Background: an optimization exercise with open tools, aiming at small area and a short achievable clock period. Do not read the settings as production practice.
Where RTL was checked, it was by simulation tests only, not by an equivalence proof against the original.
Only the layout flow was run in run 2; the RTL was not checked for function there.
Power is estimated from default activity; no workload was simulated.

==> flow/design.v, too long to show whole: its modules and the start of the top module <==
// module QE_M: 847 lines
// module qe_fa: 5 lines
// module qe_fs: 5 lines
// module qe_fc: 5 lines
// module qe_x2: 5 lines
// module qe_xn: 5 lines
// module qe_cy: 5 lines
// module qe_ha: 5 lines
// module qe_aoi: 5 lines
// module qe_oai: 5 lines
module QE_M (clk, reset, in_a, in_b, in_c, in_x, mode, valid_in, last_input, valid_out, result);
  // ...
==> flow/flow/run.sh <==
#!/bin/bash
# The standard layout, with buf_4 cells as the port buffers.
bash standard.sh "BUFFER_PORTS_ARGS=-buffer_cell sky130_fd_sc_hd__buf_4" finish > standard.log 2>&1
==> flow/standard.sh <==
#!/bin/bash
# synth_recipe.tcl (not shown) runs the flow's synth.tcl, then flattens the netlist and writes it again
# the make line also repeats each setting of config.mk as NAME=value (left out here)
make -C /OpenROAD-flow-scripts/flow DESIGN_CONFIG=/design/flow/config.mk WORK_HOME=/design/flow/orfs CLKGATE_MAP_FILE= SYNTH_SCRIPT=/design/flow/synth_recipe.tcl "${@:-finish}"
==> flow/config.mk <==
export PLATFORM = sky130hd
export DESIGN_NAME = QE_M
export DESIGN_NICKNAME = QE_M
export VERILOG_FILES = /design/flow/design.v
export SDC_FILE = /design/flow/constraint.sdc
export NUM_CORES = 4
export LEC_CHECK = 0
export CAP_MARGIN = 20
export CORE_MARGIN = 2
export CORE_UTILIZATION = 40
export CTS_BUF_LIST = sky130_fd_sc_hd__clkbuf_8
export SETUP_SLACK_MARGIN = 4.1
export SLEW_MARGIN = 20
export SYNTH_HIERARCHICAL = 1
==> flow/constraint.sdc <==
create_clock -name core_clock -period 6.5 [get_ports {clk}]
set_input_delay 1.3000 -clock core_clock [delete_from_list [all_inputs] [get_ports {clk}]]
set_output_delay 1.3000 -clock core_clock [all_outputs]
set_load 0.01 [all_outputs]
==> results.sh, run 1 <==
export IMPL_muxShareOfSynthArea_pct=0.2663
export IMPL_largest_cell_class="multi-input combinational cells"
export IMPL_p_seq_mw=1.51
export IMPL_use_met3_pct=2.966
export IMPL_cts_resized_gates=2
export IMPL_mostFrequentLayoutCell="xor2_1"
export IMPL_path_buf_inv=1
export IMPL_setup_slack_ps=4250
export IMPL_cts_clk_slew_worst_paths_ps=90
export IMPL_tightest_slew_ps=529.2
export IMPL_die_x_um=149.4
export IMPL_nNonClkInverters=11
export IMPL_final_area_mm2=0.009666
export IMPL_port_buffers=53
export IMPL_grt_overflow=0
export IMPL_ys_ff_latch=152
export IMPL_rrSetupSlack_ps=4280
export IMPL_final_util_pct=46.27
export IMPL_clkPwrFrac_pct=15.1
export IMPL_drt_met1_wl_mm=8.517
export IMPL_fin_skew_ps=19.63
export IMPL_clockBufferDepth=2
export IMPL_crit_required_ps=5200
export IMPL_status="complete, no violations"
export IMPL_tns_ps=0
export IMPL_core_area_mm2=0.02089
export IMPL_vias=5902
export IMPL_drv_cap=0
export IMPL_design_die_area_mm2=0.02232
export IMPL_clkCellAreaFrac_pct=4.117
export IMPL_post_cts_buffers=0
==> run 2: changes to the inputs <==
--- a/flow/design.v
+++ b/flow/design.v
@@ -132,17 +132,17 @@
 qe_x2 td_cp_sx8 (.a(td_cp_p[8]), .b(td_cp_c[8]), .y(S3s[8]));
 qe_x2 td_cp_sx9 (.a(td_cp_p[9]), .b(td_cp_c[9]), .y(S3s[9]));
 qe_x2 td_cp_sx10 (.a(td_cp_p[10]), .b(td_cp_c[10]), .y(S3s[10]));
 qe_x2 td_cp_sx11 (.a(td_cp_p[11]), .b(td_cp_c[11]), .y(S3s[11]));
 qe_x2 td_cp_sx12 (.a(td_cp_p[12]), .b(td_cp_c[12]), .y(S3s[12]));
 qe_x2 td_cp_sx13 (.a(td_cp_p[13]), .b(td_cp_c[13]), .y(S3s[13]));
 qe_x2 td_cp_sx14 (.a(td_cp_p[14]), .b(td_cp_c[14]), .y(S3s[14]));
 qe_x2 td_cp_sx15 (.a(td_cp_p[15]), .b(td_cp_c[15]), .y(S3s[15]));
-wire [7:0] bg = ~(in_b & {8{~mode}});
+wire [7:0] bg = ~(in_b & {8{~m1}});
 wire pa_0_0, pa_0_1, pa_0_2, pa_0_3, pa_0_4, pa_0_5, pa_0_6, pa_0_7;
 wire pa_1_0, pa_1_1, pa_1_2, pa_1_3, pa_1_4, pa_1_5, pa_1_6, pa_1_7;
 wire pa_2_0, pa_2_1, pa_2_2, pa_2_3, pa_2_4, pa_2_5, pa_2_6, pa_2_7;
 wire pa_3_0, pa_3_1, pa_3_2, pa_3_3, pa_3_4, pa_3_5, pa_3_6, pa_3_7;
 wire pa_4_0, pa_4_1, pa_4_2, pa_4_3, pa_4_4, pa_4_5, pa_4_6, pa_4_7;
 wire pa_5_0, pa_5_1, pa_5_2, pa_5_3, pa_5_4, pa_5_5, pa_5_6, pa_5_7;
 wire pa_6_0, pa_6_1, pa_6_2, pa_6_3, pa_6_4, pa_6_5, pa_6_6, pa_6_7;
 wire pa_7_0, pa_7_1, pa_7_2, pa_7_3, pa_7_4, pa_7_5, pa_7_6, pa_7_7;
==> run 2 against run 1 <==
Effect of this change: clock skew decreased by 4.6 ps; highest routed layer unchanged; synthesized area about the same; critical path depth increased by 7; sequential share of layout area about the same; clock-buffer cell count decreased by 1; fmax decreased by 1.2%; synthesized cell count decreased by 0.11%; sequential power about the same; via count increased by 0.66%; routed wire length increased by 1.5%; critical path type is now flip-flop to flip-flop; cell area about the same.
==> results.sh, run 2 <==
export IMPL_dieHeight_um=149.4
export IMPL_n_antenna_cell=0
export IMPL_p_per_area_mw_per_mm2=499.3
export IMPL_ys_warnings_count=7
export IMPL_yosysMostFrequentCell="xor2_1"
export IMPL_wl_per_cell_um=14.81
export IMPL_rsz0062_at_grt="no"
export IMPL_drive_gt1_share_pct=19.04
export IMPL_synth_top_cell_by_area="dfxtp_1"
export IMPL_design_die_area_mm2=0.02231
export IMPL_status="complete, no violations"
export IMPL_syn_instance_count=877
export IMPL_synth_cell_types=42
export IMPL_ant_nets=0
export IMPL_internal_power_mw=2.783
export IMPL_ios=54
export IMPL_period_share_pct=35.04
export IMPL_initial_core_util_pct=40.47
export IMPL_avgSynthCellArea_um2=9.639
export IMPL_tns_ps=0
export IMPL_synthArstFlopShare_pct=3.289
export IMPL_cts_clk_slew_worst_paths_ps=80
export IMPL_fin_skew_ps=15.07
export IMPL_ys_ff_latch=152
export IMPL_clkPwrFrac_pct=15.6
export IMPL_top_regs="R x16, Y x16"
export IMPL_setup_slack_ps=4222
export IMPL_yosys_top_cells_area="dfxtp_1 (35%), xor2_1 (20%), fa_1 (8.8%), a22o_1 (4.7%), nand2_1 (4.4%)"
export IMPL_dp_hpwl_mm=13.39
export IMPL_yosysTopAreaCellShare_pct=34.81
export IMPL_p_sw_share_pct=42.33
export IMPL_htreeDepth=4
export IMPL_placement_setup_worst_slack_ps=3787
export IMPL_slew_viol_final=0
export IMPL_mostFrequentLayoutCell="xor2_1"
export IMPL_root_buffer="clkbuf_8"
export IMPL_drv_cap=0
export IMPL_min_period_ps=2278
export IMPL_pwr_share_comb_pct=52.8
export IMPL_crit_required_ps=6880
export IMPL_endpoint_kind="flip-flop"
export IMPL_cts_hold_buffers=0
export IMPL_syn_area_mm2=0.008453
export IMPL_antenna_found_initial=0
export IMPL_hold_viol=0
export IMPL_ir_drop_mv=0.1609
export IMPL_p_total_mw=4.825
export IMPL_cts_buffers=17
export IMPL_die_x_um=149.4
export IMPL_min_path_type="flip-flop to flip-flop"
export IMPL_grt_pass1_wl_mm=30.00
export IMPL_ys_top_cells_by_count="xor2_1 (194), dfxtp_1 (147), nand2_1 (99)"
export IMPL_p_sw_mw=2.043
export IMPL_wirelength_mm=17.68
export IMPL_port_buffers=53
export IMPL_core_area_mm2=0.02089
export IMPL_worst_setup_path_start_kind="flip-flop"
export IMPL_ys_seq_area_share_pct=36.31
export IMPL_tightest_slew_ps=538.8
export IMPL_grt_overflow=0
export IMPL_leakage_nw=3.785
export IMPL_grt_pass1_vias=5984
export IMPL_via_per_inst=4.976
export IMPL_fmax_mhz=439.0
export IMPL_drt_iter0_drc=340
export IMPL_vias=5941
export IMPL_synth_edff_count=0
export IMPL_cp_max_fo=4
export IMPL_syn_to_final_growth_pct=14.31
export IMPL_globalplace_congestion=0.8437
export IMPL_grt_total_usage_pct=16.96
export IMPL_max_slew_margin_rel_pct=63.96
export IMPL_p_seq_share_pct=31.5
export IMPL_num_nets_final=980
export IMPL_drc=0
export IMPL_synth_top_flop_cell="dfxtp_1"
export IMPL_worstPathArrival_ps=2650
export IMPL_worstSetupPathType="flip-flop to flip-flop"
export IMPL_cts_tree="built"
export IMPL_first_pass_iters=5
export IMPL_setup_violations=0
export IMPL_insertion_delay_ps=450
export IMPL_clockBufferDepth=2
export IMPL_fp_row_count=53
export IMPL_final_cell_mix="xor2_1 (180), dfxtp_1 (139), nand2_1 (82), buf_4 (53), a22oi_1 (48)"
export IMPL_clock_sinks=152
export IMPL_grt_max_degree=36
-- run 2: final timing paths --
kind / startpoint / end / slack, ps / depth (start not counted)
max in group asynchronous: reset / lastd / 5520 / 2
max: T1a9 / R[10] / 4220 / 8
max reg2reg: T1a9 / R[10] / 4220 / 8
min in group asynchronous: reset / valid_out / 740 / 2
min: C1[7] / C2[7] / 330 / 0
min reg2reg: C1[7] / C2[7] / 330 / 0
-- run 2: final cells by class --
cell class / instances / area (µm²)
multi-input combinational: 671 / 5386
inverter: 11 / 41.29
clock buffer: 17 / 234.0
tap: 275 / 344.1
timing repair buffer: 53 / 397.9
fill: 2057 / 11230
clock inverter: 15 / 177.7
sequential: 152 / 3082
-- run 2: power groups by stage --
stage | sequential, mW | clock [mW] | combinational (mW)
floorplan | 1.43 | 0 | 2.14
global placement | 1.54 | 0 | 2.49
detailed placement | 1.54 | 0 | 2.53
CTS | 1.52 | 0.778 | 2.53
global route | 1.57 | 0.817 | 2.86
finish | 1.52 | 0.754 | 2.55
-- run 2: through the flow --
stage	area, µm²	instances	hold WS (ps)	utilization [%]
2_1_floorplan	8884	878	309.6	-
3_3_place_gp	9168	1162	310.8	43.89
3_5_place_dp	9168	1162	317.8	43.89
4_1_cts	9580	1194	339.0	45.86
5_1_grt	9663	1194	351.2	46.26
6_report	9663	1194	332.7	46.26
-- run 2: kinds of logic (layout without fill, tap and decap cells) --
logic type | Yosys count | count (layout) | synth area share [%]
DFF | 152 | 152 | 36.31
muxes | 2 | 2 | 0.2664
other | 2 | 3 | 0.08884
buffers and inverters | 55 | 96 | 2.516
xor gates and xnor gates | 235 | 235 | 24.35
and+or+nand+nor | 205 | 205 | 11.34
adders and majority gates | 37 | 37 | 8.763
AOI/OAI and AO/OA | 189 | 189 | 16.37
-- run 2: critical path: stages (launching register included) --
cell	delay, ps
dfxtp_1	350
xor2_1	220
xor2_1	310
xor2_2	330
nand2_1	170
nor3_1	330
nand3_1	110
o21ai_1	210
xor2_1	170
-- run 2: metal layers --
metal	part of all wire (%)	vias to the layer above	track usage (%)	routed length, µm
met3	3.6	15	3.089	632
li1	-	2970	-	-
met1	48	2836	22.95	8520
met5	0	-	0	0
met4	0.85	0	4.571	150
met2	47	120	27.89	8376
-- run 2: timing repair --
action	4_1_cts	5_1_grt
buffers inserted	0	0
pin swaps	0	2
resized for setup	1	18
endpoints found under the setup margin	23	23
hold endpoints to repair	0	0
-- run 2: Yosys stat by module (local to each module, per instance) --
| module | flip-flops and latches | times used | cell area (µm²) | cells |
|---|---|---|---|---|
| qe_x2 | 0 | 152 | 8.758 | 1 |
| QE_M | 152 | 1 | 5423 | 570 |
| qe_cy | 0 | 45 | 8.758 | 1 |
| qe_fa | 0 | 37 | 20.02 | 1 |
| qe_aoi | 0 | 25 | 8.758 | 1 |
| qe_xn | 0 | 28 | 8.758 | 1 |
| qe_oai | 0 | 20 | 5.005 | 1 |

static timing again, ports no longer ideal:
In the flow no input, the clock included, has a driving cell. The finished layouts below were timed again as built, in two steps. Step 1 sets driving cells, clkbuf_16 on the clock port and buf_2 on the other inputs (assumed; they add their load-dependent delay and slew). Step 2 moves the port delays by t, midway between the first and last clock arrival at a register: inputs arrive t later, outputs are due t later. That takes back most of the time a late clock gives input paths. Three values: no drivers, after step 1, after step 2; two values: the first two.
| run | t, ns | setup WS [ns] | worst hold slack (ns) | worst register clock-pin slew, ns | worst slew at a driven data input, ns |
|---|---|---|---|---|---|
| run 1 | 0.475 | 4.250 / 4.214 / 3.811 | 0.328 / 0.328 / 0.328 | 0.10 / 0.10 | 0.04 |
| run 2 | 0.481 | 4.222 / 4.196 / 3.785 | 0.333 / 0.333 / 0.333 | 0.09 / 0.09 | 0.04 |
After both steps every run listed still meets setup and hold. The setup slack of run 1, which loses most, moves by -0.036 ns with the drivers and by -0.439 ns with both steps.
